From an optimization exercise on the open Yosys and OpenROAD flow, aimed at small area and a short achievable clock period; shortcuts taken in it are not production practice. No functional check of the RTL was part of any run shown here. No activity file was given, so power comes from the tool's default toggle rates.

File: design/flow/config.mk
export PLATFORM = sky130hd
export DESIGN_NAME = bit_population_counter
export DESIGN_NICKNAME = bit_population_counter
export VERILOG_FILES = /design/flow/design.v
export SDC_FILE = /design/flow/constraint.sdc
export NUM_CORES = 4
export LEC_CHECK = 0
export CAP_MARGIN = 20
export CORE_MARGIN = 2
export CORE_UTILIZATION = 40
export CTS_BUF_LIST = sky130_fd_sc_hd__clkbuf_8
export SLEW_MARGIN = 20
export SYNTH_HIERARCHICAL = 1
File: design/flow/constraint.sdc
create_clock -name core_clock -period 11.0 [get_ports {clk_i}]
set_input_delay 2.2000 -clock core_clock [delete_from_list [all_inputs] [get_ports {clk_i}]]
set_output_delay 2.2000 -clock core_clock [all_outputs]
set_load 0.01 [all_outputs]
File: design/flow/design.v
module pc_fa (
  input  logic a,
  input  logic b,
  input  logic ci,
  output logic s,
  output logic co
);
  assign s  = a ^ b ^ ci;
  assign co = ( a & b ) | ( a & ci ) | ( b & ci );
endmodule
module pc_ha (
  input  logic a,
  input  logic b,
  output logic s,
  output logic co
);
  assign s  = a ^ b;
  assign co = a & b;
endmodule
module pc_cpa (
  input  logic [8:0] a,
  input  logic [8:0] b,
  output logic [8:0] s
);
  assign s = a + b;
endmodule
module bit_population_counter #(
  parameter WIDTH                 = 256
) (
  input  logic                    clk_i,
  input  logic                    srst_i,
  input  logic [WIDTH-1:0]        data_i,
  input  logic                    data_val_i,
  output logic [$clog2(WIDTH):0]  data_o,
  output logic                    data_val_o
);
logic [21:0] cs_d, cs_q;
logic s1, c2, s3, c4, s5, c6, s7, c8, s9, c10, s11, c12, s13, c14, s15, c16;
logic s17, c18, s19, c20, s21, c22, s23, c24, s25, c26, s27, c28, s29, c30, s31, c32;
logic s33, c34, s35, c36, s37, c38, s39, c40, s41, c42, s43, c44, s45, c46, s47, c48;
logic s49, c50, s51, c52, s53, c54, s55, c56, s57, c58, s59, c60, s61, c62, s63, c64;
logic s65, c66, s67, c68, s69, c70, s71, c72, s73, c74, s75, c76, s77, c78, s79, c80;
logic s81, c82, s83, c84, s85, c86, s87, c88, s89, c90, s91, c92, s93, c94, s95, c96;
logic s97, c98, s99, c100, s101, c102, s103, c104, s105, c106, s107, c108, s109, c110, s111, c112;
logic s113, c114, s115, c116, s117, c118, s119, c120, s121, c122, s123, c124, s125, c126, s127, c128;
logic s129, c130, s131, c132, s133, c134, s135, c136, s137, c138, s139, c140, s141, c142, s143, c144;
logic s145, c146, s147, c148, s149, c150, s151, c152, s153, c154, s155, c156, s157, c158, s159, c160;
logic s161, c162, s163, c164, s165, c166, s167, c168, s169, c170, s171, c172, s173, c174, s175, c176;
logic s177, c178, s179, c180, s181, c182, s183, c184, s185, c186, s187, c188, s189, c190, s191, c192;
logic s193, c194, s195, c196, s197, c198, s199, c200, s201, c202, s203, c204, s205, c206, s207, c208;
logic s209, c210, s211, c212, s213, c214, s215, c216, s217, c218, s219, c220, s221, c222, s223, c224;
logic s225, c226, s227, c228, s229, c230, s231, c232, s233, c234, s235, c236, s237, c238, s239, c240;
logic s241, c242, s243, c244, s245, c246, s247, c248, s249, c250, s251, c252, s253, c254, s255, c256;
logic s257, c258, s259, c260, s261, c262, s263, c264, s265, c266, s267, c268, s269, c270, s271, c272;
logic s273, c274, s275, c276, s277, c278, s279, c280, s281, c282, s283, c284, s285, c286, s287, c288;
logic s289, c290, s291, c292, s293, c294, s295, c296, s297, c298, s299, c300, s301, c302, s303, c304;
logic s305, c306, s307, c308, s309, c310, s311, c312, s313, c314, s315, c316, s317, c318, s319, c320;
logic s321, c322, s323, c324, s325, c326, s327, c328, s329, c330, s331, c332, s333, c334, s335, c336;
logic s337, c338, s339, c340, s341, c342, s343, c344, s345, c346, s347, c348, s349, c350, s351, c352;
logic s353, c354, s355, c356, s357, c358, s359, c360, s361, c362, s363, c364, s365, c366, s367, c368;
logic s369, c370, s371, c372, s373, c374, s375, c376, s377, c378, s379, c380, s381, c382, s383, c384;
logic s385, c386, s387, c388, s389, c390, s391, c392, s393, c394, s395, c396, s397, c398, s399, c400;
logic s401, c402, s403, c404, s405, c406, s407, c408, s409, c410, s411, c412, s413, c414, s415, c416;
logic s417, c418, s419, c420, s421, c422, s423, c424, s425, c426, s427, c428, s429, c430, s431, c432;
logic s433, c434, s435, c436, s437, c438, s439, c440, s441, c442, s443, c444, s445, c446, s447, c448;
logic s449, c450, s451, c452, s453, c454, s455, c456, s457, c458, s459, c460, s461, c462, s463, c464;
logic s465, c466, s467, c468, s469, c470, s471, c472, s473, c474, s475, c476, s477, c478, s479, c480;
logic s481, c482, s483, c484, s485, c486, s487, c488, s489, c490, s491, c492, s493, c494;
  pc_fa u_s1 (.a(data_i[0]), .b(data_i[1]), .ci(data_i[2]), .s(s1), .co(c2));
  pc_fa u_s3 (.a(data_i[3]), .b(data_i[4]), .ci(data_i[5]), .s(s3), .co(c4));
  pc_fa u_s5 (.a(data_i[6]), .b(data_i[7]), .ci(data_i[8]), .s(s5), .co(c6));
  pc_fa u_s7 (.a(data_i[9]), .b(data_i[10]), .ci(data_i[11]), .s(s7), .co(c8));
  pc_fa u_s9 (.a(data_i[12]), .b(data_i[13]), .ci(data_i[14]), .s(s9), .co(c10));
  pc_fa u_s11 (.a(data_i[15]), .b(data_i[16]), .ci(data_i[17]), .s(s11), .co(c12));
  pc_fa u_s13 (.a(data_i[18]), .b(data_i[19]), .ci(data_i[20]), .s(s13), .co(c14));
  pc_fa u_s15 (.a(data_i[21]), .b(data_i[22]), .ci(data_i[23]), .s(s15), .co(c16));
  pc_fa u_s17 (.a(data_i[24]), .b(data_i[25]), .ci(data_i[26]), .s(s17), .co(c18));
  pc_fa u_s19 (.a(data_i[27]), .b(data_i[28]), .ci(data_i[29]), .s(s19), .co(c20));
  pc_fa u_s21 (.a(data_i[30]), .b(data_i[31]), .ci(data_i[32]), .s(s21), .co(c22));
  pc_fa u_s23 (.a(data_i[33]), .b(data_i[34]), .ci(data_i[35]), .s(s23), .co(c24));
  pc_fa u_s25 (.a(data_i[36]), .b(data_i[37]), .ci(data_i[38]), .s(s25), .co(c26));
  pc_fa u_s27 (.a(data_i[39]), .b(data_i[40]), .ci(data_i[41]), .s(s27), .co(c28));
  pc_fa u_s29 (.a(data_i[42]), .b(data_i[43]), .ci(data_i[44]), .s(s29), .co(c30));
  pc_fa u_s31 (.a(data_i[45]), .b(data_i[46]), .ci(data_i[47]), .s(s31), .co(c32));
  pc_fa u_s33 (.a(data_i[48]), .b(data_i[49]), .ci(data_i[50]), .s(s33), .co(c34));
  pc_fa u_s35 (.a(data_i[51]), .b(data_i[52]), .ci(data_i[53]), .s(s35), .co(c36));
  pc_fa u_s37 (.a(data_i[54]), .b(data_i[55]), .ci(data_i[56]), .s(s37), .co(c38));
  pc_fa u_s39 (.a(data_i[57]), .b(data_i[58]), .ci(data_i[59]), .s(s39), .co(c40));
  pc_fa u_s41 (.a(data_i[60]), .b(data_i[61]), .ci(data_i[62]), .s(s41), .co(c42));
  pc_fa u_s43 (.a(data_i[63]), .b(data_i[64]), .ci(data_i[65]), .s(s43), .co(c44));
  pc_fa u_s45 (.a(data_i[66]), .b(data_i[67]), .ci(data_i[68]), .s(s45), .co(c46));
  pc_fa u_s47 (.a(data_i[69]), .b(data_i[70]), .ci(data_i[71]), .s(s47), .co(c48));
  pc_fa u_s49 (.a(data_i[72]), .b(data_i[73]), .ci(data_i[74]), .s(s49), .co(c50));
  pc_fa u_s51 (.a(data_i[75]), .b(data_i[76]), .ci(data_i[77]), .s(s51), .co(c52));
  pc_fa u_s53 (.a(data_i[78]), .b(data_i[79]), .ci(data_i[80]), .s(s53), .co(c54));
  pc_fa u_s55 (.a(data_i[81]), .b(data_i[82]), .ci(data_i[83]), .s(s55), .co(c56));
  pc_fa u_s57 (.a(data_i[84]), .b(data_i[85]), .ci(data_i[86]), .s(s57), .co(c58));
  pc_fa u_s59 (.a(data_i[87]), .b(data_i[88]), .ci(data_i[89]), .s(s59), .co(c60));
  pc_fa u_s61 (.a(data_i[90]), .b(data_i[91]), .ci(data_i[92]), .s(s61), .co(c62));
  pc_fa u_s63 (.a(data_i[93]), .b(data_i[94]), .ci(data_i[95]), .s(s63), .co(c64));
  pc_fa u_s65 (.a(data_i[96]), .b(data_i[97]), .ci(data_i[98]), .s(s65), .co(c66));
  pc_fa u_s67 (.a(data_i[99]), .b(data_i[100]), .ci(data_i[101]), .s(s67), .co(c68));
  pc_fa u_s69 (.a(data_i[102]), .b(data_i[103]), .ci(data_i[104]), .s(s69), .co(c70));
  pc_fa u_s71 (.a(data_i[105]), .b(data_i[106]), .ci(data_i[107]), .s(s71), .co(c72));
  pc_fa u_s73 (.a(data_i[108]), .b(data_i[109]), .ci(data_i[110]), .s(s73), .co(c74));
  pc_fa u_s75 (.a(data_i[111]), .b(data_i[112]), .ci(data_i[113]), .s(s75), .co(c76));
  pc_fa u_s77 (.a(data_i[114]), .b(data_i[115]), .ci(data_i[116]), .s(s77), .co(c78));
  pc_fa u_s79 (.a(data_i[117]), .b(data_i[118]), .ci(data_i[119]), .s(s79), .co(c80));
  pc_fa u_s81 (.a(data_i[120]), .b(data_i[121]), .ci(data_i[122]), .s(s81), .co(c82));
  pc_fa u_s83 (.a(data_i[123]), .b(data_i[124]), .ci(data_i[125]), .s(s83), .co(c84));
  pc_fa u_s85 (.a(data_i[126]), .b(data_i[127]), .ci(data_i[128]), .s(s85), .co(c86));
  pc_fa u_s87 (.a(data_i[129]), .b(data_i[130]), .ci(data_i[131]), .s(s87), .co(c88));
  pc_fa u_s89 (.a(data_i[132]), .b(data_i[133]), .ci(data_i[134]), .s(s89), .co(c90));
  pc_fa u_s91 (.a(data_i[135]), .b(data_i[136]), .ci(data_i[137]), .s(s91), .co(c92));
  pc_fa u_s93 (.a(data_i[138]), .b(data_i[139]), .ci(data_i[140]), .s(s93), .co(c94));
  pc_fa u_s95 (.a(data_i[141]), .b(data_i[142]), .ci(data_i[143]), .s(s95), .co(c96));
  pc_fa u_s97 (.a(data_i[144]), .b(data_i[145]), .ci(data_i[146]), .s(s97), .co(c98));
  pc_fa u_s99 (.a(data_i[147]), .b(data_i[148]), .ci(data_i[149]), .s(s99), .co(c100));
  pc_fa u_s101 (.a(data_i[150]), .b(data_i[151]), .ci(data_i[152]), .s(s101), .co(c102));
  pc_fa u_s103 (.a(data_i[153]), .b(data_i[154]), .ci(data_i[155]), .s(s103), .co(c104));
  pc_fa u_s105 (.a(data_i[156]), .b(data_i[157]), .ci(data_i[158]), .s(s105), .co(c106));
  pc_fa u_s107 (.a(data_i[159]), .b(data_i[160]), .ci(data_i[161]), .s(s107), .co(c108));
  pc_fa u_s109 (.a(data_i[162]), .b(data_i[163]), .ci(data_i[164]), .s(s109), .co(c110));
  pc_fa u_s111 (.a(data_i[165]), .b(data_i[166]), .ci(data_i[167]), .s(s111), .co(c112));
  pc_fa u_s113 (.a(data_i[168]), .b(data_i[169]), .ci(data_i[170]), .s(s113), .co(c114));
  pc_fa u_s115 (.a(data_i[171]), .b(data_i[172]), .ci(data_i[173]), .s(s115), .co(c116));
  pc_fa u_s117 (.a(data_i[174]), .b(data_i[175]), .ci(data_i[176]), .s(s117), .co(c118));
  pc_fa u_s119 (.a(data_i[177]), .b(data_i[178]), .ci(data_i[179]), .s(s119), .co(c120));
  pc_fa u_s121 (.a(data_i[180]), .b(data_i[181]), .ci(data_i[182]), .s(s121), .co(c122));
  pc_fa u_s123 (.a(data_i[183]), .b(data_i[184]), .ci(data_i[185]), .s(s123), .co(c124));
  pc_fa u_s125 (.a(data_i[186]), .b(data_i[187]), .ci(data_i[188]), .s(s125), .co(c126));
  pc_fa u_s127 (.a(data_i[189]), .b(data_i[190]), .ci(data_i[191]), .s(s127), .co(c128));
  pc_fa u_s129 (.a(data_i[192]), .b(data_i[193]), .ci(data_i[194]), .s(s129), .co(c130));
  pc_fa u_s131 (.a(data_i[195]), .b(data_i[196]), .ci(data_i[197]), .s(s131), .co(c132));
  pc_fa u_s133 (.a(data_i[198]), .b(data_i[199]), .ci(data_i[200]), .s(s133), .co(c134));
  pc_fa u_s135 (.a(data_i[201]), .b(data_i[202]), .ci(data_i[203]), .s(s135), .co(c136));
  pc_fa u_s137 (.a(data_i[204]), .b(data_i[205]), .ci(data_i[206]), .s(s137), .co(c138));
  pc_fa u_s139 (.a(data_i[207]), .b(data_i[208]), .ci(data_i[209]), .s(s139), .co(c140));
  pc_fa u_s141 (.a(data_i[210]), .b(data_i[211]), .ci(data_i[212]), .s(s141), .co(c142));
  pc_fa u_s143 (.a(data_i[213]), .b(data_i[214]), .ci(data_i[215]), .s(s143), .co(c144));
  pc_fa u_s145 (.a(data_i[216]), .b(data_i[217]), .ci(data_i[218]), .s(s145), .co(c146));
  pc_fa u_s147 (.a(data_i[219]), .b(data_i[220]), .ci(data_i[221]), .s(s147), .co(c148));
  pc_fa u_s149 (.a(data_i[222]), .b(data_i[223]), .ci(data_i[224]), .s(s149), .co(c150));
  pc_fa u_s151 (.a(data_i[225]), .b(data_i[226]), .ci(data_i[227]), .s(s151), .co(c152));
  pc_fa u_s153 (.a(data_i[228]), .b(data_i[229]), .ci(data_i[230]), .s(s153), .co(c154));
  pc_fa u_s155 (.a(data_i[231]), .b(data_i[232]), .ci(data_i[233]), .s(s155), .co(c156));
  pc_fa u_s157 (.a(data_i[234]), .b(data_i[235]), .ci(data_i[236]), .s(s157), .co(c158));
  pc_fa u_s159 (.a(data_i[237]), .b(data_i[238]), .ci(data_i[239]), .s(s159), .co(c160));
  pc_fa u_s161 (.a(data_i[240]), .b(data_i[241]), .ci(data_i[242]), .s(s161), .co(c162));
  pc_fa u_s163 (.a(data_i[243]), .b(data_i[244]), .ci(data_i[245]), .s(s163), .co(c164));
  pc_fa u_s165 (.a(data_i[246]), .b(data_i[247]), .ci(data_i[248]), .s(s165), .co(c166));
  pc_fa u_s167 (.a(data_i[249]), .b(data_i[250]), .ci(data_i[251]), .s(s167), .co(c168));
  pc_fa u_s169 (.a(data_i[252]), .b(data_i[253]), .ci(data_i[254]), .s(s169), .co(c170));
  pc_fa u_s171 (.a(data_i[255]), .b(s1), .ci(s3), .s(s171), .co(c172));
  pc_fa u_s173 (.a(s5), .b(s7), .ci(s9), .s(s173), .co(c174));
  pc_fa u_s175 (.a(s11), .b(s13), .ci(s15), .s(s175), .co(c176));
  pc_fa u_s177 (.a(s17), .b(s19), .ci(s21), .s(s177), .co(c178));
  pc_fa u_s179 (.a(s23), .b(s25), .ci(s27), .s(s179), .co(c180));
  pc_fa u_s181 (.a(s29), .b(s31), .ci(s33), .s(s181), .co(c182));
  pc_fa u_s183 (.a(s35), .b(s37), .ci(s39), .s(s183), .co(c184));
  pc_fa u_s185 (.a(s41), .b(s43), .ci(s45), .s(s185), .co(c186));
  pc_fa u_s187 (.a(s47), .b(s49), .ci(s51), .s(s187), .co(c188));
  pc_fa u_s189 (.a(s53), .b(s55), .ci(s57), .s(s189), .co(c190));
  pc_fa u_s191 (.a(s59), .b(s61), .ci(s63), .s(s191), .co(c192));
  pc_fa u_s193 (.a(s65), .b(s67), .ci(s69), .s(s193), .co(c194));
  pc_fa u_s195 (.a(s71), .b(s73), .ci(s75), .s(s195), .co(c196));
  pc_fa u_s197 (.a(s77), .b(s79), .ci(s81), .s(s197), .co(c198));
  pc_fa u_s199 (.a(s83), .b(s85), .ci(s87), .s(s199), .co(c200));
  pc_fa u_s201 (.a(s89), .b(s91), .ci(s93), .s(s201), .co(c202));
  pc_fa u_s203 (.a(s95), .b(s97), .ci(s99), .s(s203), .co(c204));
  pc_fa u_s205 (.a(s101), .b(s103), .ci(s105), .s(s205), .co(c206));
  pc_fa u_s207 (.a(s107), .b(s109), .ci(s111), .s(s207), .co(c208));
  pc_fa u_s209 (.a(s113), .b(s115), .ci(s117), .s(s209), .co(c210));
  pc_fa u_s211 (.a(s119), .b(s121), .ci(s123), .s(s211), .co(c212));
  pc_fa u_s213 (.a(s125), .b(s127), .ci(s129), .s(s213), .co(c214));
  pc_fa u_s215 (.a(s131), .b(s133), .ci(s135), .s(s215), .co(c216));
  pc_fa u_s217 (.a(s137), .b(s139), .ci(s141), .s(s217), .co(c218));
  pc_fa u_s219 (.a(s143), .b(s145), .ci(s147), .s(s219), .co(c220));
  pc_fa u_s221 (.a(s149), .b(s151), .ci(s153), .s(s221), .co(c222));
  pc_fa u_s223 (.a(s155), .b(s157), .ci(s159), .s(s223), .co(c224));
  pc_fa u_s225 (.a(s161), .b(s163), .ci(s165), .s(s225), .co(c226));
  pc_fa u_s227 (.a(s167), .b(s169), .ci(s171), .s(s227), .co(c228));
  pc_fa u_s229 (.a(s173), .b(s175), .ci(s177), .s(s229), .co(c230));
  pc_fa u_s231 (.a(s179), .b(s181), .ci(s183), .s(s231), .co(c232));
  pc_fa u_s233 (.a(s185), .b(s187), .ci(s189), .s(s233), .co(c234));
  pc_fa u_s235 (.a(s191), .b(s193), .ci(s195), .s(s235), .co(c236));
  pc_fa u_s237 (.a(s197), .b(s199), .ci(s201), .s(s237), .co(c238));
  pc_fa u_s239 (.a(s203), .b(s205), .ci(s207), .s(s239), .co(c240));
  pc_fa u_s241 (.a(s209), .b(s211), .ci(s213), .s(s241), .co(c242));
  pc_fa u_s243 (.a(s215), .b(s217), .ci(s219), .s(s243), .co(c244));
  pc_fa u_s245 (.a(s221), .b(s223), .ci(s225), .s(s245), .co(c246));
  pc_fa u_s247 (.a(s227), .b(s229), .ci(s231), .s(s247), .co(c248));
  pc_fa u_s249 (.a(s233), .b(s235), .ci(s237), .s(s249), .co(c250));
  pc_fa u_s251 (.a(s239), .b(s241), .ci(s243), .s(s251), .co(c252));
  pc_fa u_s253 (.a(s245), .b(s247), .ci(s249), .s(s253), .co(c254));
  pc_fa u_s255 (.a(c2), .b(c4), .ci(c6), .s(s255), .co(c256));
  pc_fa u_s257 (.a(c8), .b(c10), .ci(c12), .s(s257), .co(c258));
  pc_fa u_s259 (.a(c14), .b(c16), .ci(c18), .s(s259), .co(c260));
  pc_fa u_s261 (.a(c20), .b(c22), .ci(c24), .s(s261), .co(c262));
  pc_fa u_s263 (.a(c26), .b(c28), .ci(c30), .s(s263), .co(c264));
  pc_fa u_s265 (.a(c32), .b(c34), .ci(c36), .s(s265), .co(c266));
  pc_fa u_s267 (.a(c38), .b(c40), .ci(c42), .s(s267), .co(c268));
  pc_fa u_s269 (.a(c44), .b(c46), .ci(c48), .s(s269), .co(c270));
  pc_fa u_s271 (.a(c50), .b(c52), .ci(c54), .s(s271), .co(c272));
  pc_fa u_s273 (.a(c56), .b(c58), .ci(c60), .s(s273), .co(c274));
  pc_fa u_s275 (.a(c62), .b(c64), .ci(c66), .s(s275), .co(c276));
  pc_fa u_s277 (.a(c68), .b(c70), .ci(c72), .s(s277), .co(c278));
  pc_fa u_s279 (.a(c74), .b(c76), .ci(c78), .s(s279), .co(c280));
  pc_fa u_s281 (.a(c80), .b(c82), .ci(c84), .s(s281), .co(c282));
  pc_fa u_s283 (.a(c86), .b(c88), .ci(c90), .s(s283), .co(c284));
  pc_fa u_s285 (.a(c92), .b(c94), .ci(c96), .s(s285), .co(c286));
  pc_fa u_s287 (.a(c98), .b(c100), .ci(c102), .s(s287), .co(c288));
  pc_fa u_s289 (.a(c104), .b(c106), .ci(c108), .s(s289), .co(c290));
  pc_fa u_s291 (.a(c110), .b(c112), .ci(c114), .s(s291), .co(c292));
  pc_fa u_s293 (.a(c116), .b(c118), .ci(c120), .s(s293), .co(c294));
  pc_fa u_s295 (.a(c122), .b(c124), .ci(c126), .s(s295), .co(c296));
  pc_fa u_s297 (.a(c128), .b(c130), .ci(c132), .s(s297), .co(c298));
  pc_fa u_s299 (.a(c134), .b(c136), .ci(c138), .s(s299), .co(c300));
  pc_fa u_s301 (.a(c140), .b(c142), .ci(c144), .s(s301), .co(c302));
  pc_fa u_s303 (.a(c146), .b(c148), .ci(c150), .s(s303), .co(c304));
  pc_fa u_s305 (.a(c152), .b(c154), .ci(c156), .s(s305), .co(c306));
  pc_fa u_s307 (.a(c158), .b(c160), .ci(c162), .s(s307), .co(c308));
  pc_fa u_s309 (.a(c164), .b(c166), .ci(c168), .s(s309), .co(c310));
  pc_fa u_s311 (.a(c170), .b(c172), .ci(c174), .s(s311), .co(c312));
  pc_fa u_s313 (.a(c176), .b(c178), .ci(c180), .s(s313), .co(c314));
  pc_fa u_s315 (.a(c182), .b(c184), .ci(c186), .s(s315), .co(c316));
  pc_fa u_s317 (.a(c188), .b(c190), .ci(c192), .s(s317), .co(c318));
  pc_fa u_s319 (.a(c194), .b(c196), .ci(c198), .s(s319), .co(c320));
  pc_fa u_s321 (.a(c200), .b(c202), .ci(c204), .s(s321), .co(c322));
  pc_fa u_s323 (.a(c206), .b(c208), .ci(c210), .s(s323), .co(c324));
  pc_fa u_s325 (.a(c212), .b(c214), .ci(c216), .s(s325), .co(c326));
  pc_fa u_s327 (.a(c218), .b(c220), .ci(c222), .s(s327), .co(c328));
  pc_fa u_s329 (.a(c224), .b(c226), .ci(s255), .s(s329), .co(c330));
  pc_fa u_s331 (.a(s257), .b(s259), .ci(s261), .s(s331), .co(c332));
  pc_fa u_s333 (.a(s263), .b(s265), .ci(s267), .s(s333), .co(c334));
  pc_fa u_s335 (.a(s269), .b(s271), .ci(s273), .s(s335), .co(c336));
  pc_fa u_s337 (.a(s275), .b(s277), .ci(s279), .s(s337), .co(c338));
  pc_fa u_s339 (.a(s281), .b(s283), .ci(s285), .s(s339), .co(c340));
  pc_fa u_s341 (.a(s287), .b(s289), .ci(s291), .s(s341), .co(c342));
  pc_fa u_s343 (.a(s293), .b(s295), .ci(s297), .s(s343), .co(c344));
  pc_fa u_s345 (.a(s299), .b(s301), .ci(s303), .s(s345), .co(c346));
  pc_fa u_s347 (.a(s305), .b(s307), .ci(s309), .s(s347), .co(c348));
  pc_fa u_s349 (.a(c228), .b(s311), .ci(c230), .s(s349), .co(c350));
  pc_fa u_s351 (.a(c232), .b(c234), .ci(c236), .s(s351), .co(c352));
  pc_fa u_s353 (.a(c238), .b(c240), .ci(c242), .s(s353), .co(c354));
  pc_fa u_s355 (.a(c244), .b(c246), .ci(s313), .s(s355), .co(c356));
  pc_fa u_s357 (.a(s315), .b(s317), .ci(s319), .s(s357), .co(c358));
  pc_fa u_s359 (.a(s321), .b(s323), .ci(s325), .s(s359), .co(c360));
  pc_fa u_s361 (.a(s327), .b(s329), .ci(s331), .s(s361), .co(c362));
  pc_fa u_s363 (.a(s333), .b(s335), .ci(s337), .s(s363), .co(c364));
  pc_fa u_s365 (.a(s339), .b(s341), .ci(s343), .s(s365), .co(c366));
  pc_fa u_s367 (.a(s345), .b(s347), .ci(s349), .s(s367), .co(c368));
  pc_fa u_s369 (.a(c248), .b(s351), .ci(s353), .s(s369), .co(c370));
  pc_fa u_s371 (.a(s355), .b(s357), .ci(s359), .s(s371), .co(c372));
  pc_fa u_s373 (.a(s361), .b(s363), .ci(s365), .s(s373), .co(c374));
  pc_fa u_s375 (.a(c250), .b(c252), .ci(s367), .s(s375), .co(c376));
  pc_fa u_s377 (.a(c254), .b(s369), .ci(s371), .s(s377), .co(c378));
  pc_fa u_s379 (.a(c256), .b(c258), .ci(c260), .s(s379), .co(c380));
  pc_fa u_s381 (.a(c262), .b(c264), .ci(c266), .s(s381), .co(c382));
  pc_fa u_s383 (.a(c268), .b(c270), .ci(c272), .s(s383), .co(c384));
  pc_fa u_s385 (.a(c274), .b(c276), .ci(c278), .s(s385), .co(c386));
  pc_fa u_s387 (.a(c280), .b(c282), .ci(c284), .s(s387), .co(c388));
  pc_fa u_s389 (.a(c286), .b(c288), .ci(c290), .s(s389), .co(c390));
  pc_fa u_s391 (.a(c292), .b(c294), .ci(c296), .s(s391), .co(c392));
  pc_fa u_s393 (.a(c298), .b(c300), .ci(c302), .s(s393), .co(c394));
  pc_fa u_s395 (.a(c304), .b(c306), .ci(c308), .s(s395), .co(c396));
  pc_fa u_s397 (.a(c310), .b(c312), .ci(c314), .s(s397), .co(c398));
  pc_fa u_s399 (.a(c316), .b(c318), .ci(c320), .s(s399), .co(c400));
  pc_fa u_s401 (.a(c322), .b(c324), .ci(c326), .s(s401), .co(c402));
  pc_fa u_s403 (.a(c328), .b(c330), .ci(c332), .s(s403), .co(c404));
  pc_fa u_s405 (.a(c334), .b(c336), .ci(c338), .s(s405), .co(c406));
  pc_fa u_s407 (.a(c340), .b(c342), .ci(c344), .s(s407), .co(c408));
  pc_fa u_s409 (.a(c346), .b(c348), .ci(s379), .s(s409), .co(c410));
  pc_fa u_s411 (.a(s381), .b(s383), .ci(s385), .s(s411), .co(c412));
  pc_fa u_s413 (.a(s387), .b(s389), .ci(s391), .s(s413), .co(c414));
  pc_fa u_s415 (.a(s393), .b(s395), .ci(c350), .s(s415), .co(c416));
  pc_fa u_s417 (.a(s397), .b(c352), .ci(c354), .s(s417), .co(c418));
  pc_fa u_s419 (.a(c356), .b(c358), .ci(c360), .s(s419), .co(c420));
  pc_fa u_s421 (.a(c362), .b(c364), .ci(c366), .s(s421), .co(c422));
  pc_fa u_s423 (.a(s399), .b(s401), .ci(s403), .s(s423), .co(c424));
  pc_fa u_s425 (.a(s405), .b(s407), .ci(s409), .s(s425), .co(c426));
  pc_fa u_s427 (.a(s411), .b(s413), .ci(c368), .s(s427), .co(c428));
  pc_fa u_s429 (.a(s415), .b(c370), .ci(s417), .s(s429), .co(c430));
  pc_fa u_s431 (.a(c372), .b(c374), .ci(s419), .s(s431), .co(c432));
  pc_fa u_s433 (.a(s421), .b(s423), .ci(s425), .s(s433), .co(c434));
  pc_fa u_s435 (.a(c376), .b(s427), .ci(s429), .s(s435), .co(c436));
  pc_fa u_s437 (.a(c380), .b(c382), .ci(c384), .s(s437), .co(c438));
  pc_fa u_s439 (.a(c386), .b(c388), .ci(c390), .s(s439), .co(c440));
  pc_fa u_s441 (.a(c392), .b(c394), .ci(c396), .s(s441), .co(c442));
  pc_fa u_s443 (.a(c398), .b(c400), .ci(c402), .s(s443), .co(c444));
  pc_fa u_s445 (.a(c404), .b(c406), .ci(c408), .s(s445), .co(c446));
  pc_fa u_s447 (.a(c410), .b(c412), .ci(c414), .s(s447), .co(c448));
  pc_fa u_s449 (.a(s437), .b(s439), .ci(s441), .s(s449), .co(c450));
  pc_fa u_s451 (.a(c416), .b(c418), .ci(s443), .s(s451), .co(c452));
  pc_fa u_s453 (.a(s445), .b(s447), .ci(s449), .s(s453), .co(c454));
  pc_fa u_s455 (.a(c420), .b(c422), .ci(c424), .s(s455), .co(c456));
  pc_fa u_s457 (.a(c426), .b(c428), .ci(c430), .s(s457), .co(c458));
  pc_fa u_s459 (.a(s451), .b(s453), .ci(c432), .s(s459), .co(c460));
  pc_fa u_s461 (.a(c438), .b(c440), .ci(c442), .s(s461), .co(c462));
  pc_fa u_s463 (.a(c444), .b(c446), .ci(c448), .s(s463), .co(c464));
  pc_fa u_s465 (.a(c450), .b(s461), .ci(c452), .s(s465), .co(c466));
  pc_fa u_s467 (.a(s463), .b(c454), .ci(c456), .s(s467), .co(c468));
assign cs_d[0] = s251;  
assign cs_d[1] = s253;  
assign cs_d[2] = s373;  
assign cs_d[3] = s375;  
assign cs_d[4] = s377;  
assign cs_d[5] = c378;  
assign cs_d[6] = s431;  
assign cs_d[7] = s433;  
assign cs_d[8] = s435;  
assign cs_d[9] = c434;  
assign cs_d[10] = s455;  
assign cs_d[11] = c436;  
assign cs_d[12] = s457;  
assign cs_d[13] = s459;  
assign cs_d[14] = c458;  
assign cs_d[15] = s465;  
assign cs_d[16] = c460;  
assign cs_d[17] = s467;  
assign cs_d[18] = c462;  
assign cs_d[19] = c464;  
assign cs_d[20] = c466;  
assign cs_d[21] = c468;  
always_ff @( posedge clk_i )
  cs_q <= cs_d;
always_ff @( posedge clk_i )
  begin
    if( srst_i )
      data_val_o <= 1'b0;
    else
      data_val_o <= data_val_i;
  end
  pc_ha u_s469 (.a(cs_q[9]), .b(cs_q[10]), .s(s469), .co(c470));
  pc_ha u_s471 (.a(cs_q[14]), .b(cs_q[15]), .s(s471), .co(c472));
  pc_ha u_s473 (.a(cs_q[18]), .b(cs_q[19]), .s(s473), .co(c474));
  pc_ha u_s475 (.a(cs_q[5]), .b(cs_q[6]), .s(s475), .co(c476));
  pc_fa u_s477 (.a(cs_q[11]), .b(cs_q[12]), .ci(cs_q[13]), .s(s477), .co(c478));
  pc_fa u_s479 (.a(cs_q[16]), .b(cs_q[17]), .ci(c470), .s(s479), .co(c480));
  pc_fa u_s481 (.a(cs_q[20]), .b(cs_q[21]), .ci(c472), .s(s481), .co(c482));
  pc_ha u_s483 (.a(cs_q[2]), .b(cs_q[3]), .s(s483), .co(c484));
  pc_fa u_s485 (.a(cs_q[7]), .b(cs_q[8]), .ci(s475), .s(s485), .co(c486));
  pc_fa u_s487 (.a(c476), .b(s469), .ci(s477), .s(s487), .co(c488));
  pc_fa u_s489 (.a(s471), .b(c478), .ci(s479), .s(s489), .co(c490));
  pc_fa u_s491 (.a(s473), .b(c480), .ci(s481), .s(s491), .co(c492));
  pc_ha u_s493 (.a(c474), .b(c482), .s(s493), .co(c494));
  pc_cpa u_cpa (.a({1'b0, c494, c492, c490, c488, c486, c484, s483, cs_q[0]}), .b({1'b0, 1'b0, s493, s491, s489, s487, s485, cs_q[4], cs_q[1]}), .s(data_o));
endmodule
File: design/flow/flow/run.sh
#!/bin/bash
# The standard layout, with plain buf_1 cells as the port buffers and a small clock tree.
set -euo pipefail
export BUFFER_PORTS_ARGS="-buffer_cell sky130_fd_sc_hd__buf_1"
export CTS_ARGS="-sink_clustering_enable -repair_clock_nets -dont_use_dummy_load -buf_list sky130_fd_sc_hd__clkbuf_8"
bash standard.sh > standard.log 2>&1
File: design/flow/standard.sh
#!/bin/bash
# synth_recipe.tcl (not shown) runs the flow's synth.tcl, then flattens the netlist and writes it again
# the make line also repeats each setting of config.mk as NAME=value (left out here)
make -C /OpenROAD-flow-scripts/flow DESIGN_CONFIG=/design/flow/config.mk WORK_HOME=/design/flow/orfs CLKGATE_MAP_FILE= SYNTH_SCRIPT=/design/flow/synth_recipe.tcl "${@:-finish}"
==> metrics.cfg, run 1 <==
[outcome]
outcome = complete, no violations

[logic_synthesis]
yosysUniqueCellTypes = 24
yosys_warnings = 7
synth_top_area_cell = fa_1
synth_area_mm2 = 0.005723
yosysSeqAreaShare = 0.08045
synthFlopType = dfxtp_1
synth_edf_count = 0
synth.ff_latch_count = 23
synth.top_cells.by_area = fa_1 85%, dfxtp_1 8.0%, ha_1 3.1%
synthCells = 313
async_flop_share = 0
synth_top_area_share = 0.8465
post_synth.cell_area_avg_um2 = 18.28

[global_route]
grt_pass1_vias = 4545
antenna_found_initial = 0
grt_util_all_layers = 0.1911
grt_pass1_wl_mm = 21.51
grt_overflow = 0
grt_max_degree = 13

[detailed_routing]
drt_iter0_drc = 62
ant_nets = 0
drc = 0
routedWlPerCell_um = 17.68
postRouteWirelength_mm = 13.54
viasPerCell = 4.555
vias = 3489
detail_route.first_pass.iterations = 4

[sta]
rsz0062_at_grt = false
period_needed_ns = 5.624
layout_setup_ws_ns = 5.376
clock.fmax_ghz = 0.1778
slew_violations = 0
hold_violations = 0
fin_setup_tns_ns = 0
setup_viol = 0
period_share = 0.5113

[clock_network]
cts-resized-gates = 0
path_clk_slew_ns = 0.08
post_cts_buffers = 0
cts_buffer_depth = 2
clkSinkCount = 23
root_buffer = clkbuf_8
cts_made_buffers = 3
postCtsHoldBufs = 0
cts_tree = done
htree_levels = 1

[layout]
syn_to_final_growth_pct = 22.37
layout_common_cells = 268 x buf_1, 242 x fa_1, 23 x dfxtp_1
n_fill_cell = 1204
drive_gt1_frac = 0.01365
layout_commonest_cell = buf_1
final_nets = 1103
antenna_cells = 0

[setup_path]
worstPathRequired_ns = 11.15
path_max_fanout = 1
cp.arrival_ns = 5.77
critPathCaptureType = register
critPathLaunchType = primary input
crit_type = primary input to register

[floorplan]
dieArea_mm2 = 0.01528
num_rows = 43
start_util = 0.4107
io_pins = 269
core_mm2 = 0.01393
die_h_um = 123.6
fp.dieW_um = 123.6

[pwr]
ir_drop_mv = 0.2568
leakage_nw = 2.514
p_per_area_mw_per_mm2 = 376.6

[job]
drv_cap = 0

[worst_hold_path]
hp-class = primary input to register

[placed_design]
port_buffers = 268
post-dp-hpwl_mm = 13.77
gp_congestion = 0.8892
place_ws_ns = 5.053

## cells by family (layout without fill, tap and decap cells)
kind of cell	count (synthesis)	after routing	synth area share
compound gates	14	14	0.01815
xor+xnor	7	7	0.01071
fa+ha+maj	256	256	0.8771
buf+inv	1	272	0.0006553
flops	23	23	0.08045
mux	1	1	0.001749
other cells	1	3	0.0006553
simple gates	10	10	0.01049
## path summary, 6_finish.rpt
| check | from | endpoint | cells past startpoint |
|---|---|---|---|
| min | srst_i | data_val_o | 2 |
| max | data_i[204] | cs_q[13] | 8 |
## where the power goes
group	leakage, nW	internal, mW	switching (mW)
logic	2.30	1.10	1.29
clock network	0.0216	0.0245	0.0263
registers	0.194	0.183	0.0204
total	2.51	1.31	1.33
## critical path, cell delays in order
cell and delay (ns):
buf_1 0.10, fa_1 0.50, fa_1 0.48, fa_1 0.48
fa_1 0.49, fa_1 0.52, fa_1 0.57, fa_1 0.42
## final cells by class
cell class | instances | area [um^2] | share of cell area
multi-input combinational | 291 | 5266 | 0.7520
timing repair buffer | 268 | 1006 | 0.1436
sequential | 23 | 460.4 | 0.06575
tap | 180 | 225.2 | 0.03216
clock buffer | 3 | 41.29 | 0.005896
inverter | 1 | 3.754 | 0.0005360
## registers in the layout (all words and copies together), names as in the netlist
register	cells
data_val_o	1
cs_q	22
## Yosys stat by module, one instance, submodules excluded
module                  copies in the design  cell area, um^2
pc_cpa                                     1            345.3
pc_ha                                      6            12.51
pc_fa                                    241            20.02
bit_population_counter                     1            478.0
## cell usage after synthesis (2+ instances only)
cell and n:
nor3_1 2, fa_1 242, dfxtp_1 23, nand2_1 4, xor2_1 2, ha_1 14
o21ai_0 2, xnor2_1 5, a21oi_1 4
## per-layer routing
layer | track usage | part of all wire | vias up
met5 | 0 | 0 | -
met4 | 0.01989 | 0.0069 | 0
met3 | 0.02381 | 0.046 | 10
met2 | 0.3760 | 0.60 | 123
met1 | 0.2302 | 0.35 | 1837
li1 | - | - | 1519
## metrics by stage
stage | cells | utilization | hold WS [ns] | power [mW] | cell area [um^2]
floorplan | 315 | - | 2.264 | 1.842 | 5731
global route | 766 | 0.5026 | 2.140 | 3.002 | 7003
global placement | 763 | 0.4996 | 2.420 | 2.559 | 6962
finish | 766 | 0.5026 | 2.149 | 2.637 | 7003
detailed placement | 763 | 0.4996 | 2.427 | 2.658 | 6962
CTS | 766 | 0.5026 | 2.147 | 2.705 | 7003
==> run 2: changes to the inputs <==
--- a/design/flow/design.v
+++ b/design/flow/design.v
@@ -17,13 +17,6 @@
   assign s  = a ^ b;
   assign co = a & b;
 endmodule
-module pc_cpa (
-  input  logic [8:0] a,
-  input  logic [8:0] b,
-  output logic [8:0] s
-);
-  assign s = a + b;
-endmodule
 module bit_population_counter #(
   parameter WIDTH                 = 256
 ) (
@@ -344,5 +337,6 @@
   pc_fa u_s489 (.a(s471), .b(c478), .ci(s479), .s(s489), .co(c490));
   pc_fa u_s491 (.a(s473), .b(c480), .ci(s481), .s(s491), .co(c492));
   pc_ha u_s493 (.a(c474), .b(c482), .s(s493), .co(c494));
-  pc_cpa u_cpa (.a({1'b0, c494, c492, c490, c488, c486, c484, s483, cs_q[0]}), .b({1'b0, 1'b0, s493, s491, s489, s487, s485, cs_q[4], cs_q[1]}), .s(data_o));
+assign data_o = {1'b0, c494, c492, c490, c488, c486, c484, s483, cs_q[0]}
+              + {1'b0, 1'b0, s493, s491, s489, s487, s485, cs_q[4], cs_q[1]};
 endmodule
==> metrics.cfg, run 2 <==
[detailed_routing]
ant_nets = 0  ; unchanged
vias = 3471  ; -0.52%
drt_iter0_drc = 66  ; +6.5%
routedWlPerCell_um = 17.54  ; -0.77%
drc = 0  ; unchanged
postRouteWirelength_mm = 13.40  ; -1.0%
viasPerCell = 4.543  ; -0.26%
detail_route.first_pass.iterations = 4  ; unchanged

[setup_path]
cp.arrival_ns = 5.80  ; +0.03 ns
worstPathRequired_ns = 11.15  ; about the same
crit_type = primary input to register
crit_path_start = data_i[204]
path_max_fanout = 1  ; unchanged
critPathLaunchType = primary input
critPathCaptureType = register

[floorplan]
core_mm2 = 0.01388  ; -0.39%
io_pins = 269  ; unchanged
num_rows = 43  ; unchanged
dieArea_mm2 = 0.01517  ; -0.74%
fp.dieW_um = 123.2  ; -0.37%
start_util = 0.4091  ; -0.001563
die_h_um = 123.2  ; -0.37%

[global_route]
antenna_found_initial = 0  ; unchanged
grt_overflow = 0  ; unchanged
grt_pass1_vias = 4467  ; -1.7%
grt_util_all_layers = 0.1879  ; -0.003161
grt_pass1_wl_mm = 21.27  ; -1.1%
grt_max_degree = 15  ; +2

[pwr]
seqPwrFrac = 0.075  ; -0.002
power_switching_mw = 1.386  ; +4.1%
intPower_mw = 1.339  ; +2.6%
combPwrFrac = 0.907  ; +0.003
p_per_area_mw_per_mm2 = 392.1  ; +4.1%
sw_frac_of_total = 0.5086  ; +0.003480
clockPowerShare = 0.018  ; about the same
ir_drop_mv = 0.2723  ; +6.0%
leakage_nw = 2.485  ; -1.2%

[layout]
drive_gt1_frac = 0.01027  ; -0.003378
max_flop_register = cs_q
largest_reg_flops = 22  ; unchanged
layout_commonest_cell = buf_1
layout_common_cells = 268 x buf_1, 242 x fa_1, 23 x dfxtp_1
syn_to_final_growth_pct = 22.41  ; about the same
reg_top3 = cs_q (22), data_val_o (1)
final_nets = 1100  ; -0.27%
final_util = 0.5008  ; -0.001748
antenna_cells = 0  ; unchanged

[placed_design]
port_buffers = 268  ; unchanged
gp_congestion = 0.8559  ; -3.7%
post-dp-hpwl_mm = 13.58  ; -1.4%

[logic_synthesis]
post_synth.cell_area_avg_um2 = 18.14  ; -0.77%
async_flop_share = 0  ; unchanged
synth.ff_latch_count = 23  ; unchanged
synth_top_area_share = 0.8531  ; +0.006528
synthCells = 313  ; unchanged
yosysMostFrequentCell = fa_1
yosysUniqueCellTypes = 22  ; -8.3%
synth_common_cells = 242 x fa_1, 23 x dfxtp_1, 13 x ha_1
yosysSeqAreaShare = 0.08108  ; +0.0006204
yosys_warnings = 7  ; unchanged
synth_top_area_cell = fa_1
synth.top_cells.by_area = fa_1 85%, dfxtp_1 8.1%, ha_1 2.9%
synth_edf_count = 0  ; unchanged
synth_area_mm2 = 0.005679  ; -0.77%
synthFlopType = dfxtp_1

[sta]
tightest_slew_ns = 0.2464
max_slew_margin = 0.8343
period_needed_ns = 5.651  ; +0.02644 ns
fin_setup_tns_ns = 0  ; unchanged
clock.fmax_ghz = 0.1770  ; -0.47%
slew_violations = 0  ; unchanged
period_share = 0.5137  ; +0.002404
hold_violations = 0  ; unchanged
setup_viol = 0  ; unchanged
rsz0062_at_grt = false

[clock_network]
path_clk_slew_ns = 0.09  ; about the same
htree_levels = 1  ; unchanged
cts_tree = done
cts_buffer_depth = 2  ; unchanged
root_buffer = clkbuf_8
clkSinkCount = 23  ; unchanged
postCtsHoldBufs = 0  ; unchanged
cts-resized-gates = 0  ; unchanged
cts_made_buffers = 3  ; unchanged
post_cts_buffers = 0  ; unchanged

[worst_hold_path]
min-delay-start = srst_i
hp-class = primary input to register

[job]
drv_cap = 0  ; unchanged

[outcome]
outcome = complete, no violations

==> run 2: changes by cell type in the layout (fill, tap and decap cells not counted), moves of 2 or more <==
cell	change
nand2_1	-2
nand3_1	+2
xnor2_1	-3
inv_1	+4
nor2_1	+2
conb_1	-3
==> run 2: per-module statistics from Yosys (local to each module, per instance) <==
module                  flops+latches  times used  cells
pc_ha                               0           6      1
pc_fa                               0         241      1
bit_population_counter             23           1     66
==> run 2: routing by layer <==
layer,routed length (um),GRT usage,vias to the layer above
li1,-,-,1518
met1,4746,0.2285,1835
met2,7956,0.3733,112
met3,624,0.01845,6
met4,73,0.01349,0
met5,0,0,-
==> run 2: area by class of cell <==
type	instances	area, um^2
multi-input combinational	285	5200
tap	180	225.2
timing repair buffer	268	1006
fill	1247	6929
inverter	5	18.77
sequential	23	460.4
clock buffer	3	41.29
==> run 2: cell families (layout without fill, tap and decap cells) <==
family | Yosys count | count (layout) | share of synthesized area
AOI/OAI and AO/OA | 13 | 13 | 0.01564
DFF | 23 | 23 | 0.08107
xor gates and xnor gates | 4 | 4 | 0.006170
and+or+nand+nor | 13 | 13 | 0.01212
buffers and inverters | 5 | 276 | 0.003305
adders and majority gates | 255 | 255 | 0.8817
==> run 2: power groups by stage <==
| stage | clock (mW) | combinational [mW] | sequential [mW] |
|---|---|---|---|
| global placement | 0 | 2.39 | 0.205 |
| detailed placement | 0 | 2.51 | 0.206 |
| finish | 0.0487 | 2.47 | 0.204 |
| CTS | 0.0507 | 2.52 | 0.204 |
| global route | 0.0541 | 2.81 | 0.209 |
| floorplan | 0 | 1.66 | 0.200 |
==> run 2: worst paths after layout <==
check | to | slack, ns | cells past startpoint
setup / recovery | cs_q[13] | 5.35 | 8
hold / removal | data_val_o | 2.11 | 2
==> run 2: worst max-delay path, stage by stage <==
cell and delay [ns]:
buf_1 0.10, fa_1 0.51, fa_1 0.47, fa_1 0.50, fa_1 0.49, fa_1 0.52
fa_1 0.57, fa_1 0.43
==> run 2: metrics by stage <==
step	std cells	total power [mW]	hold slack [ns]	cell area, um^2	worst slack [ns]
floorplan	313	1.856	2.272	5679	5.336
global placement	761	2.592	2.357	6910	5.099
detailed placement	761	2.717	2.373	6910	5.037
CTS	764	2.770	2.109	6952	5.343
global route	764	3.070	2.119	6952	5.243
finish	764	2.726	2.109	6952	5.349
==> run 3: changes to the inputs <==
--- a/design/flow/design.v
+++ b/design/flow/design.v
@@ -17,6 +17,13 @@
   assign s  = a ^ b;
   assign co = a & b;
 endmodule
+module pc_cpa (
+  input  logic [8:0] a,
+  input  logic [8:0] b,
+  output logic [8:0] s
+);
+  assign s = a + b;
+endmodule
 module bit_population_counter #(
   parameter WIDTH                 = 256
 ) (
@@ -27,7 +34,7 @@
   output logic [$clog2(WIDTH):0]  data_o,
   output logic                    data_val_o
 );
-logic [21:0] cs_d, cs_q;
+logic [24:0] cs_d, cs_q;
 logic s1, c2, s3, c4, s5, c6, s7, c8, s9, c10, s11, c12, s13, c14, s15, c16;
 logic s17, c18, s19, c20, s21, c22, s23, c24, s25, c26, s27, c28, s29, c30, s31, c32;
 logic s33, c34, s35, c36, s37, c38, s39, c40, s41, c42, s43, c44, s45, c46, s47, c48;
@@ -276,45 +283,45 @@
   pc_fa u_s429 (.a(s415), .b(c370), .ci(s417), .s(s429), .co(c430));
   pc_fa u_s431 (.a(c372), .b(c374), .ci(s419), .s(s431), .co(c432));
   pc_fa u_s433 (.a(s421), .b(s423), .ci(s425), .s(s433), .co(c434));
-  pc_fa u_s435 (.a(c376), .b(s427), .ci(s429), .s(s435), .co(c436));
-  pc_fa u_s437 (.a(c380), .b(c382), .ci(c384), .s(s437), .co(c438));
-  pc_fa u_s439 (.a(c386), .b(c388), .ci(c390), .s(s439), .co(c440));
-  pc_fa u_s441 (.a(c392), .b(c394), .ci(c396), .s(s441), .co(c442));
-  pc_fa u_s443 (.a(c398), .b(c400), .ci(c402), .s(s443), .co(c444));
-  pc_fa u_s445 (.a(c404), .b(c406), .ci(c408), .s(s445), .co(c446));
-  pc_fa u_s447 (.a(c410), .b(c412), .ci(c414), .s(s447), .co(c448));
-  pc_fa u_s449 (.a(s437), .b(s439), .ci(s441), .s(s449), .co(c450));
-  pc_fa u_s451 (.a(c416), .b(c418), .ci(s443), .s(s451), .co(c452));
-  pc_fa u_s453 (.a(s445), .b(s447), .ci(s449), .s(s453), .co(c454));
-  pc_fa u_s455 (.a(c420), .b(c422), .ci(c424), .s(s455), .co(c456));
-  pc_fa u_s457 (.a(c426), .b(c428), .ci(c430), .s(s457), .co(c458));
-  pc_fa u_s459 (.a(s451), .b(s453), .ci(c432), .s(s459), .co(c460));
-  pc_fa u_s461 (.a(c438), .b(c440), .ci(c442), .s(s461), .co(c462));
-  pc_fa u_s463 (.a(c444), .b(c446), .ci(c448), .s(s463), .co(c464));
-  pc_fa u_s465 (.a(c450), .b(s461), .ci(c452), .s(s465), .co(c466));
-  pc_fa u_s467 (.a(s463), .b(c454), .ci(c456), .s(s467), .co(c468));
+  pc_fa u_s435 (.a(c380), .b(c382), .ci(c384), .s(s435), .co(c436));
+  pc_fa u_s437 (.a(c386), .b(c388), .ci(c390), .s(s437), .co(c438));
+  pc_fa u_s439 (.a(c392), .b(c394), .ci(c396), .s(s439), .co(c440));
+  pc_fa u_s441 (.a(c398), .b(c400), .ci(c402), .s(s441), .co(c442));
+  pc_fa u_s443 (.a(c404), .b(c406), .ci(c408), .s(s443), .co(c444));
+  pc_fa u_s445 (.a(c410), .b(c412), .ci(c414), .s(s445), .co(c446));
+  pc_fa u_s447 (.a(s435), .b(s437), .ci(s439), .s(s447), .co(c448));
+  pc_fa u_s449 (.a(c416), .b(c418), .ci(s441), .s(s449), .co(c450));
+  pc_fa u_s451 (.a(s443), .b(s445), .ci(s447), .s(s451), .co(c452));
+  pc_fa u_s453 (.a(c420), .b(c422), .ci(c424), .s(s453), .co(c454));
+  pc_fa u_s455 (.a(c436), .b(c438), .ci(c440), .s(s455), .co(c456));
+  pc_fa u_s457 (.a(c442), .b(c444), .ci(c446), .s(s457), .co(c458));
+  pc_fa u_s459 (.a(c448), .b(s455), .ci(c450), .s(s459), .co(c460));
+  pc_fa u_s461 (.a(s457), .b(c452), .ci(c454), .s(s461), .co(c462));
 assign cs_d[0] = s251;  
 assign cs_d[1] = s253;  
 assign cs_d[2] = s373;  
 assign cs_d[3] = s375;  
 assign cs_d[4] = s377;  
-assign cs_d[5] = c378;  
-assign cs_d[6] = s431;  
-assign cs_d[7] = s433;  
-assign cs_d[8] = s435;  
-assign cs_d[9] = c434;  
-assign cs_d[10] = s455;  
-assign cs_d[11] = c436;  
-assign cs_d[12] = s457;  
-assign cs_d[13] = s459;  
-assign cs_d[14] = c458;  
-assign cs_d[15] = s465;  
-assign cs_d[16] = c460;  
-assign cs_d[17] = s467;  
-assign cs_d[18] = c462;  
-assign cs_d[19] = c464;  
-assign cs_d[20] = c466;  
-assign cs_d[21] = c468;  
+assign cs_d[5] = c376;  
+assign cs_d[6] = s427;  
+assign cs_d[7] = s429;  
+assign cs_d[8] = c378;  
+assign cs_d[9] = s431;  
+assign cs_d[10] = s433;  
+assign cs_d[11] = c426;  
+assign cs_d[12] = c428;  
+assign cs_d[13] = c430;  
+assign cs_d[14] = s449;  
+assign cs_d[15] = s451;  
+assign cs_d[16] = c432;  
+assign cs_d[17] = c434;  
+assign cs_d[18] = s453;  
+assign cs_d[19] = s459;  
+assign cs_d[20] = s461;  
+assign cs_d[21] = c456;  
+assign cs_d[22] = c458;  
+assign cs_d[23] = c460;  
+assign cs_d[24] = c462;  
 always_ff @( posedge clk_i )
   cs_q <= cs_d;
 always_ff @( posedge clk_i )
@@ -324,19 +331,21 @@
     else
       data_val_o <= data_val_i;
   end
-  pc_ha u_s469 (.a(cs_q[9]), .b(cs_q[10]), .s(s469), .co(c470));
-  pc_ha u_s471 (.a(cs_q[14]), .b(cs_q[15]), .s(s471), .co(c472));
-  pc_ha u_s473 (.a(cs_q[18]), .b(cs_q[19]), .s(s473), .co(c474));
-  pc_ha u_s475 (.a(cs_q[5]), .b(cs_q[6]), .s(s475), .co(c476));
-  pc_fa u_s477 (.a(cs_q[11]), .b(cs_q[12]), .ci(cs_q[13]), .s(s477), .co(c478));
-  pc_fa u_s479 (.a(cs_q[16]), .b(cs_q[17]), .ci(c470), .s(s479), .co(c480));
-  pc_fa u_s481 (.a(cs_q[20]), .b(cs_q[21]), .ci(c472), .s(s481), .co(c482));
+  pc_fa u_s463 (.a(cs_q[11]), .b(cs_q[12]), .ci(cs_q[13]), .s(s463), .co(c464));
+  pc_fa u_s465 (.a(cs_q[5]), .b(cs_q[6]), .ci(cs_q[7]), .s(s465), .co(c466));
+  pc_fa u_s467 (.a(cs_q[14]), .b(cs_q[15]), .ci(cs_q[16]), .s(s467), .co(c468));
+  pc_ha u_s469 (.a(cs_q[17]), .b(cs_q[18]), .s(s469), .co(c470));
+  pc_ha u_s471 (.a(cs_q[19]), .b(cs_q[20]), .s(s471), .co(c472));
+  pc_ha u_s473 (.a(cs_q[21]), .b(cs_q[22]), .s(s473), .co(c474));
+  pc_ha u_s475 (.a(cs_q[8]), .b(cs_q[9]), .s(s475), .co(c476));
+  pc_fa u_s477 (.a(s469), .b(c466), .ci(s463), .s(s477), .co(c478));
+  pc_fa u_s479 (.a(c470), .b(s471), .ci(c464), .s(s479), .co(c480));
+  pc_fa u_s481 (.a(cs_q[23]), .b(cs_q[24]), .ci(c472), .s(s481), .co(c482));
   pc_ha u_s483 (.a(cs_q[2]), .b(cs_q[3]), .s(s483), .co(c484));
-  pc_fa u_s485 (.a(cs_q[7]), .b(cs_q[8]), .ci(s475), .s(s485), .co(c486));
-  pc_fa u_s487 (.a(c476), .b(s469), .ci(s477), .s(s487), .co(c488));
-  pc_fa u_s489 (.a(s471), .b(c478), .ci(s479), .s(s489), .co(c490));
-  pc_fa u_s491 (.a(s473), .b(c480), .ci(s481), .s(s491), .co(c492));
+  pc_fa u_s485 (.a(cs_q[10]), .b(s475), .ci(s465), .s(s485), .co(c486));
+  pc_fa u_s487 (.a(c476), .b(s467), .ci(s477), .s(s487), .co(c488));
+  pc_fa u_s489 (.a(c468), .b(c478), .ci(s479), .s(s489), .co(c490));
+  pc_fa u_s491 (.a(s473), .b(s481), .ci(c480), .s(s491), .co(c492));
   pc_ha u_s493 (.a(c474), .b(c482), .s(s493), .co(c494));
-assign data_o = {1'b0, c494, c492, c490, c488, c486, c484, s483, cs_q[0]}
-              + {1'b0, 1'b0, s493, s491, s489, s487, s485, cs_q[4], cs_q[1]};
+  pc_cpa u_cpa (.a({1'b0, c494, c492, c490, c488, c486, c484, s483, cs_q[0]}), .b({1'b0, 1'b0, s493, s491, s489, s487, s485, cs_q[4], cs_q[1]}), .s(data_o));
 endmodule
==> metrics.cfg, run 3 <==
[outcome]
outcome = complete, no violations

[detailed_routing]
drc = 0  ; unchanged
routedWlPerCell_um = 17.80  ; +1.5%
detail_route.first_pass.iterations = 4  ; unchanged
viasPerCell = 4.572  ; +0.64%
ant_nets = 0  ; unchanged
vias = 3516  ; +1.3%
drt_iter0_drc = 99  ; +50%
postRouteWirelength_mm = 13.69  ; +2.1%

[logic_synthesis]
synthCells = 316  ; +0.96%
post_synth.cell_area_avg_um2 = 18.30  ; +0.86%
synth.top_cells.by_area = fa_1 84%, dfxtp_1 9.0%, ha_1 3.0%
async_flop_share = 0  ; unchanged
synth_common_cells = 242 x fa_1, 26 x dfxtp_1, 14 x ha_1
yosysUniqueCellTypes = 24  ; +9.1%
yosysSeqAreaShare = 0.09000  ; +0.008929
synth.ff_latch_count = 26  ; +13%
synthFlopType = dfxtp_1
yosys_warnings = 7  ; unchanged
yosysMostFrequentCell = fa_1
synth_edf_count = 0  ; unchanged
synth_top_area_share = 0.8377  ; -0.01532
synth_area_mm2 = 0.005783  ; +1.8%
synth_top_area_cell = fa_1

[global_route]
antenna_found_initial = 0  ; unchanged
grt_util_all_layers = 0.1889  ; +0.0009239
grt_max_degree = 16  ; +1
grt_overflow = 0  ; unchanged
grt_pass1_vias = 4784  ; +7.1%
grt_pass1_wl_mm = 22.72  ; +6.8%

[clock_network]
htree_levels = 1  ; unchanged
cts_buffer_depth = 2  ; unchanged
cts_made_buffers = 3  ; unchanged
path_clk_slew_ns = 0.09  ; about the same
cts_tree = done
post_cts_buffers = 0  ; unchanged
clkSinkCount = 26  ; +13%
cts-resized-gates = 0  ; unchanged
postCtsHoldBufs = 0  ; unchanged
root_buffer = clkbuf_8

[sta]
hold_violations = 0  ; unchanged
period_needed_ns = 5.548  ; -0.1024 ns
clock.fmax_ghz = 0.1802  ; +1.8%
hold_ws_ns = 2.147  ; +0.03884 ns
slew_violations = 0  ; unchanged
period_share = 0.5044  ; -0.009305
fin_setup_tns_ns = 0  ; unchanged
rsz0062_at_grt = false
setup_viol = 0  ; unchanged

[worst_hold_path]
min-delay-start = srst_i
hp-class = primary input to register

[setup_path]
crit_path_start = data_i[204]
cp.arrival_ns = 5.70  ; -0.10 ns
crit_type = primary input to register
critPathLaunchType = primary input
critPathCaptureType = register
worstPathRequired_ns = 11.15  ; about the same
path_max_fanout = 1  ; unchanged

[layout]
final_nets = 1106  ; +0.55%
drive_gt1_frac = 0.01358  ; +0.003308
fin_cells = 769  ; +0.65%
layout_common_cells = 268 x buf_1, 242 x fa_1, 26 x dfxtp_1
n_fill_cell = 1217  ; -2.4%
largest_reg_flops = 25  ; +14%
max_flop_register = cs_q
layout_commonest_cell = buf_1
antenna_cells = 0  ; unchanged
syn_to_final_growth_pct = 22.13
reg_top3 = cs_q (25), data_val_o (1)

[placed_design]
dp.cells = 766  ; +0.66%
port_buffers = 268  ; unchanged
post-dp-hpwl_mm = 13.74  ; +1.2%
gp_congestion = 0.8551  ; about the same

[floorplan]
io_pins = 269  ; unchanged
fp.dieW_um = 124.2  ; +0.88%
die_h_um = 124.2  ; +0.88%
dieArea_mm2 = 0.01544  ; +1.8%
num_rows = 43  ; unchanged
core_mm2 = 0.01399  ; +0.78%
start_util = 0.4134  ; +0.004277

[pwr]
power_mw = 2.823  ; +3.6%
p_per_area_mw_per_mm2 = 399.6  ; +1.9%
leakage_nw = 2.539  ; +2.2%
ir_drop_mv = 0.2961  ; +8.7%

[job]
drv_cap = 0  ; unchanged

-- run 3: cell count changes after synthesis, moves of 2 or more --
cell | before | now
nand3_1 | 3 | 1
inv_1 | 5 | 1
nand2_1 | 2 | 4
xnor2_1 | 2 | 5
nor2_1 | 2 | 0
dfxtp_1 | 23 | 26
-- run 3: cell families (layout without fill, tap and decap cells) --
family          after synthesis  count (layout)  synth area share
compound gates               14              14           0.01796
xor+xnor                      7               7           0.01060
fa+ha+maj                   256             256            0.8680
buf+inv                       1             272         0.0006484
flops                        26              26           0.09000
mux                           1               1          0.001731
other cells                   1               3         0.0006484
simple gates                 10              10           0.01038
-- run 3: cell type report --
type,count,area (um^2),area share
Timing Repair Buffer,268,1006,0.1424
Clock buffer,3,41.29,0.005846
Sequential cell,26,520.5,0.07369
Tap cell,180,225.2,0.03189
Inverter,1,3.754,0.0005314
Multi-Input combinational cell,291,5266,0.7456
-- run 3: stage by stage --
step | cell area [um^2] | utilization | setup slack, ns
2_1_floorplan | 5791 | - | 5.416
3_3_place_gp | 7022 | 0.5020 | 5.174
3_5_place_dp | 7022 | 0.5020 | 5.102
4_1_cts | 7063 | 0.5049 | 5.422
5_1_grt | 7063 | 0.5049 | 5.360
6_report | 7063 | 0.5049 | 5.452
-- run 3: worst paths after layout --
| check | end | slack (ns) | cells past startpoint |
|---|---|---|---|
| max | cs_q[20] | 5.45 | 8 |
| min | data_val_o | 2.15 | 2 |
-- run 3: per-module statistics from Yosys (local to each module, per instance) --
module / cells inside / area, um^2 / copies in the design
pc_ha: 1 / 12.51 / 6
pc_fa: 1 / 20.02 / 241
bit_population_counter: 28 / 538.0 / 1
pc_cpa: 41 / 345.3 / 1
-- run 3: layer usage --
layer  wire (um)  vias to the layer above  part of all wire  global-route usage
li1            -                     1527                 -                   -
met1        4878                     1858              0.36              0.2198
met2        8151                      123              0.60              0.3844
met3         568                        8             0.042             0.01893
met5           0                        -                 0                   0
met4          86                        0            0.0063             0.01718
-- run 3: critical path, stage by stage --
cell	delay, ns
buf_1	0.10
fa_1	0.51
fa_1	0.48
fa_1	0.48
fa_1	0.49
fa_1	0.46
fa_1	0.50
fa_1	0.48
-- run 3: power breakdown --
group / internal [mW] / switching, mW / total (mW)
Sequential: 0.192 / 0.0222 / 0.214
Clock: 0.0245 / 0.0266 / 0.0511
Combinational: 1.15 / 1.41 / 2.56
==> run 4: changes to the inputs <==
--- a/design/flow/design.v
+++ b/design/flow/design.v
@@ -17,13 +17,6 @@
   assign s  = a ^ b;
   assign co = a & b;
 endmodule
-module pc_cpa (
-  input  logic [8:0] a,
-  input  logic [8:0] b,
-  output logic [8:0] s
-);
-  assign s = a + b;
-endmodule
 module bit_population_counter #(
   parameter WIDTH                 = 256
 ) (
@@ -347,5 +340,6 @@
   pc_fa u_s489 (.a(c468), .b(c478), .ci(s479), .s(s489), .co(c490));
   pc_fa u_s491 (.a(s473), .b(s481), .ci(c480), .s(s491), .co(c492));
   pc_ha u_s493 (.a(c474), .b(c482), .s(s493), .co(c494));
-  pc_cpa u_cpa (.a({1'b0, c494, c492, c490, c488, c486, c484, s483, cs_q[0]}), .b({1'b0, 1'b0, s493, s491, s489, s487, s485, cs_q[4], cs_q[1]}), .s(data_o));
+assign data_o = {1'b0, c494, c492, c490, c488, c486, c484, s483, cs_q[0]}
+              + {1'b0, 1'b0, s493, s491, s489, s487, s485, cs_q[4], cs_q[1]};
 endmodule
==> metrics.cfg, run 4 <==
[detailed_routing]
ant_nets = 0  ; unchanged
drc = 0  ; unchanged
postRouteWirelength_mm = 13.43  ; -1.9%
detail_route.first_pass.iterations = 4  ; unchanged
vias = 3501  ; -0.43%

[logic_synthesis]
synth_top_family_by_area = adder cells
synthXorXnorAreaFrac = 0.006104  ; -0.004497
synth.ff_latch_count = 26  ; unchanged
synthSimpleGateAreaFrac = 0.01199  ; +0.001605
yosysMostFrequentCell = fa_1
synth.top_cells.by_area = fa_1 84%, dfxtp_1 9.1%, ha_1 2.8%
synthCells = 316  ; unchanged
yosys_warnings = 7  ; unchanged
synth_area_mm2 = 0.005739  ; -0.76%
synth_top_area_share = 0.8441  ; +0.006392
yosysUniqueCellTypes = 22  ; -8.3%
synth_compound_area_frac = 0.01548  ; -0.002479
post_synth.cell_area_avg_um2 = 18.16  ; -0.76%
synthAdderAreaFrac = 0.8725  ; +0.004443
synth_top_area_cell = fa_1
async_flop_share = 0  ; unchanged

[sta]
hold_ws_ns = 2.080  ; -0.06727 ns
rsz0062_at_grt = false
period_share = 0.5088  ; +0.004384
period_needed_ns = 5.596  ; +0.04822 ns
clock.fmax_ghz = 0.1787  ; -0.86%
setup_viol = 0  ; unchanged

[placed_design]
post-dp-hpwl_mm = 13.58  ; -1.2%
placed_cell_area_mm2 = 0.006970  ; -0.73%

[job]
drv_cap = 0  ; unchanged

[layout]
reg_top3 = cs_q (25), data_val_o (1)
layout_common_cells = 268 x buf_1, 242 x fa_1, 26 x dfxtp_1
design_area_mm2 = 0.007012  ; -0.73%
multi_input_area_mm2 = 0.005200  ; -1.3%
final_nets = 1103  ; -0.27%
final-seq-area_um2 = 520.5  ; unchanged
antenna_cells = 0  ; unchanged
n_fill_cell = 1223  ; +0.49%
drive_gt1_frac = 0.01022  ; -0.003361

[pwr]
power_switching_mw = 1.424  ; -2.4%
leakage_nw = 2.510  ; -1.2%
sw_frac_of_total = 0.5093  ; -0.007529
p_per_area_mw_per_mm2 = 398.6  ; -0.25%
intPower_mw = 1.371  ; +0.57%

[global_route]
grt_busiest_layer = met2
met1_usage = 0.2169  ; -0.002913
grt_pass1_vias = 4506  ; -5.8%
grt_util_all_layers = 0.1890  ; about the same
antenna_found_initial = 0  ; unchanged
grt_util_met2 = 0.3750  ; -0.009442
grt_overflow = 0  ; unchanged

[setup_path]
crit_type = register to primary output
path_max_fanout = 6  ; +5
cp.arrival_ns = 3.40  ; -2.30 ns
critPathLaunchType = register
worstPathRequired_ns = 8.80  ; -2.35 ns
critPathCaptureType = primary output

[floorplan]
num_rows = 43  ; unchanged
core_mm2 = 0.01393  ; -0.38%
io_pins = 269  ; unchanged
fp.dieW_um = 123.8  ; -0.37%
dieArea_mm2 = 0.01532  ; -0.73%
die_h_um = 123.8  ; -0.37%

[clock_network]
cts_buffer_depth = 2  ; unchanged
cts-resized-gates = 0  ; unchanged
cts_tree = done
cts_made_buffers = 3  ; unchanged
post_cts_buffers = 0  ; unchanged
clkSinkCount = 26  ; unchanged

[outcome]
outcome = complete, no violations

[worst_hold_path]
hp-class = primary input to register

[run 4: changes by cell type after synthesis, moves of 2 or more]
cell	change
nand3_1	+2
xnor2_1	-3
nor2_1	+2
inv_1	+4
nand2_1	-2
[run 4: path summary, 6_finish.rpt]
check      from         end  slack (ns)  cells after the start
max    cs_q[11]   data_o[7]        5.40                      9
min      srst_i  data_val_o        2.08                      2
[run 4: cell families after synthesis]
kind of cell | after synthesis
adder cells (fa/ha/maj) | 255
buffers and inverters | 5
XOR/XNOR | 4
AO/OA/AOI/OAI | 13
AND/OR/NAND/NOR | 13
flip-flops | 26
[run 4: worst max-delay path, cell delays in order (launching register included)]
cell and delay [ns]:
dfxtp_1 0.34, fa_1 0.46, fa_1 0.54, fa_1 0.43, ha_1 0.38, a21oi_2 0.18, o21bai_2 0.09, or4_1 0.47
nand3_1 0.08, buf_1 0.16
[run 4: per-stage QoR]
stage / total power, mW / instances / setup slack, ns / util
6_report: 2.795 / 767 / 5.404 / 0.5032
3_5_place_dp: 2.786 / 764 / 5.137 / 0.5002
3_3_place_gp: 2.744 / 764 / 5.146 / 0.5002
5_1_grt: 3.221 / 767 / 5.273 / 0.5032
4_1_cts: 2.848 / 767 / 5.378 / 0.5032
2_1_floorplan: 1.989 / 316 / 5.416 / -
[run 4: cell type report]
type,count,share of cell area
Multi-Input combinational cell,285,0.7416
Timing Repair Buffer,268,0.1435
Sequential cell,26,0.07423
Tap cell,180,0.03212
Clock buffer,3,0.005889
Inverter,5,0.002677
[run 4: power groups by stage]
stage	logic (mW)	clock network (mW)	registers [mW]
2_1_floorplan	1.78	0	0.212
3_5_place_dp	2.57	0	0.219
3_3_place_gp	2.53	0	0.218
5_1_grt	2.94	0.0589	0.223
6_report	2.53	0.0531	0.216
4_1_cts	2.58	0.0555	0.217
[run 4: routing by layer]
metal,up-vias,wire length (um)
met5,-,0
met4,0,176
met2,129,7868
met1,1831,4721
li1,1525,-
met3,16,665
[run 4: per-module statistics from Yosys (local to each module, per instance)]
module                  times used  cells
bit_population_counter           1     69
pc_ha                            6      1
pc_fa                          241      1

## re-timing with driven ports
No port has a modelled driver above. Below, the same layouts with a new extraction and two added sets of constraints.
Step 1 (the two cells are an assumption about what drives the block):
set clk [get_ports {clk_i}]
set_driving_cell -lib_cell sky130_fd_sc_hd__clkbuf_16 $clk
set_driving_cell -lib_cell sky130_fd_sc_hd__buf_2 [delete_from_list [all_inputs] $clk]
Step 2 adds t to the input delays and takes it off the output delays; t is the mean of the earliest and latest rising clock arrival at the registers after step 1. Input paths then give back, and output paths get back, about the clock's delay inside the block.
Three values: ideal ports, drivers, drivers and shift; two values: the first two.
run	t, ns	setup slack, ns	worst setup path at the end
run 1	0.288	5.376 / 5.377 / 5.089	input to register
run 2	0.279	5.349 / 5.355 / 5.076	input to register
run 3	0.288	5.452 / 5.457 / 5.169	input to register
run 4	0.296	5.404 / 5.373 / 5.154	input to register
After both steps every run listed still meets setup and hold. For run 1, which loses most, drivers alone change the setup slack by +0.001 ns; drivers and shift together by -0.287 ns.
